This design comes from an exercise in tuning for small area and few clock cycles on the open sky130 flow, not from production work. Only simulation tests tie the RTL to the original design; equivalence was not proved. No activity file was given, so power comes from the tool's default toggle rates.

== MS ==
## qdec_ctx_init
module qdec_ctx_init (
    input clk,
    input rst_n,
    input  logic       ctx_init_start,
    input  logic [5:0] qp,
    output logic [9:0] ctx_init_addr,
    output logic [6:0] ctx_init_wdata,
    output logic       ctx_init_we,
    output logic       ctx_init_done_intr
);
Size in the first run: about 850 cells after synthesis, roughly 28 I/O pins, about 4500 µm² of cells after synthesis.
==> flow/config.mk <==
export PLATFORM = sky130hd
export DESIGN_NAME = qdec_ctx_init
export DESIGN_NICKNAME = qdec_ctx_init
export VERILOG_FILES = /design/flow/design.v
export SDC_FILE = /design/flow/constraint.sdc
export NUM_CORES = 4
export LEC_CHECK = 0
export ABC_AREA = 1
export CAP_MARGIN = 20
export CORE_MARGIN = 2
export CORE_UTILIZATION = 35
export CTS_BUF_LIST = sky130_fd_sc_hd__clkbuf_2 sky130_fd_sc_hd__clkbuf_4
export GPL_TIMING_DRIVEN = 0
export SLEW_MARGIN = 20
export SYNTH_MEMORY_MAX_BITS = 65536
==> flow/constraint.sdc <==
create_clock -name core_clock -period 10.0 [get_ports {clk}]
set_input_delay 2.0000 -clock core_clock [delete_from_list [all_inputs] [get_ports {clk}]]
set_output_delay 2.0000 -clock core_clock [all_outputs]
set_load 0.01 [all_outputs]
standard.sh (not shown) runs the stock make flow with config.mk's settings and CLKGATE_MAP_FILE= SYNTH_SCRIPT=/design/flow/synth_recipe.tcl, a recipe that flattens the netlist after the stock synthesis.
==> flow/flow/run.sh <==
#!/bin/bash
# Own flow: the standard ORFS flow (standard.sh), with two changes:
#  - synthesis maps the logic with an area-oriented ABC script (flow/abc_area.script) and leaves
#    adders to ABC instead of mapping them to full/half-adder cells; the registers, their
#    names and cells are as in the standard synthesis;
#  - the port buffers are sky130_fd_sc_hd__buf_1 (every input and output port still gets one).
# Each step's full output goes to its own log here (own_synth.log, own_finish.log) and to
# ORFS's logs under orfs/logs.
set -euo pipefail
W=$(pwd)
cp -r "$FLOW_HOME/scripts" "$W/scripts_own"
cp "$W/flow/abc_area.script" "$W/scripts_own/abc_area.script"
bash "$W/standard.sh" SCRIPTS_DIR="$W/scripts_own" ADDER_MAP_FILE= synth > "$W/own_synth.log" 2>&1
bash "$W/standard.sh" "BUFFER_PORTS_ARGS=-buffer_cell sky130_fd_sc_hd__buf_1" finish > "$W/own_finish.log" 2>&1
==> flow/flow/abc_area.script <==
strash
&get -n
&deepsyn -T 30
&put
dch
amap
topo
strash
dch
amap
topo
Testbench counts of MS, summed over its fixed seeds: cycles 36,296.
For TR, these inputs were changed with respect to MS:
--- a/flow/design.v
+++ b/flow/design.v
@@ -590,25 +590,24 @@
     else cnt <= cnt_dec;
 always_ff @(posedge clk)
     if (!rst_n) run <= 1'b0;
     else run <= ctx_init_start | (run & ~last);
 logic [7:0] init_value_next;
 logic [3:0] slope_u, offset_r;
 assign init_value_next = ctx_init_value_rom(cnt_dec);
 assign slope_u  = init_value_next[7:4] + 4'd7;
 assign offset_r = init_value_next[3:0];
-logic [7:0]  qp5;
+logic [12:0] uq;
 logic [12:0] y;
 logic [8:0]  yq;
 logic [6:0]  pre_c;
-assign qp5   = {2'd0, qp} + {qp, 2'b00};
-assign y     = {10'd0, slope_u[2:0]} * {5'd0, qp5} - (slope_u[3] ? {2'b0, qp5, 3'b000} : 13'd0)
-             + {2'd0, offset_r, 7'd0} + 13'd4096;
+assign uq    = {10'd0, slope_u[2:0]} * {7'd0, qp} - (slope_u[3] ? {4'b0, qp, 3'b000} : 13'd0);
+assign y     = uq + {uq[10:0], 2'b00} + {2'd0, offset_r, 7'd0} + 13'd4096;
 assign yq    = y[12:4];
 assign pre_c = (yq < 9'd273) ? 7'd1 : (yq > 9'd398) ? 7'd126 : (yq[6:0] - 7'd16);
 logic [6:0] wdata_r;
 always_ff @(posedge clk)
     if (ctx_init_start) wdata_r <= 7'd1;
     else wdata_r <= {pre_c[5:0] ^ {6{~pre_c[6]}}, pre_c[6]};
 assign ctx_init_addr      = cnt;
 assign ctx_init_wdata     = wdata_r;
 assign ctx_init_we        = run;
[summary]
Diff MS -> TR: fraction of final layout cells with drive strength greater than 1 has decreased; global-route met3 utilization saw an increase; area enclosed by the die boundary dropped about 2%; time the final worst path needs with I/O delays and setup now smaller. Leakage power of the design delta for TR relative to MS: 7.9% lower. Going from MS to TR, overall global routing resource usage moved down, combined area of the multi-input logic cells dropped 150 µm², hold slack down 0.020 ns, average routed wire per standard cell shrank by about 6.4%, design area lower. Going from MS to TR, core utilization rose 0.54 points, power dissipated in sequential cells went up about 4%. For MS, the first element of the critical path was cnt[2], unlike TR, where it was cnt[0]. MS reports its combinational family with the most area after synthesis as simple AND/OR/NAND/NOR gates while TR reports compound AO/OA/AOI/OAI gates.
Testbench counts of TR, summed over its fixed seeds: cycles 36,296.

[static timing again, ports no longer ideal]
The results above use ideal ports. As a check the final layouts listed here were re-extracted and re-timed, cells and wires unchanged. Step 1: set_driving_cell puts a clkbuf_16 on clk and a buf_2 on each other input, an assumption about the parent block. Step 2, shift: input delay + t, output delay - t, t = (earliest + latest rising clock arrival at the registers) / 2. This alone moves slack from input paths to output paths. Slacks: ideal ports / drivers / drivers and shift; pairs: ideal ports / drivers.
run | t (ns) | setup slack, ns | hold WS [ns] | clock arrival spread, ns
MS | 0.322 | 0.441 / 0.441 / 0.441 | 0.622 / 0.622 / 0.622 | 0.006 / 0.006
TR | 0.315 | 0.785 / 0.785 / 0.785 | 0.602 / 0.602 / 0.602 | 0.009 / 0.009
After both steps setup and hold are still met in every run listed.
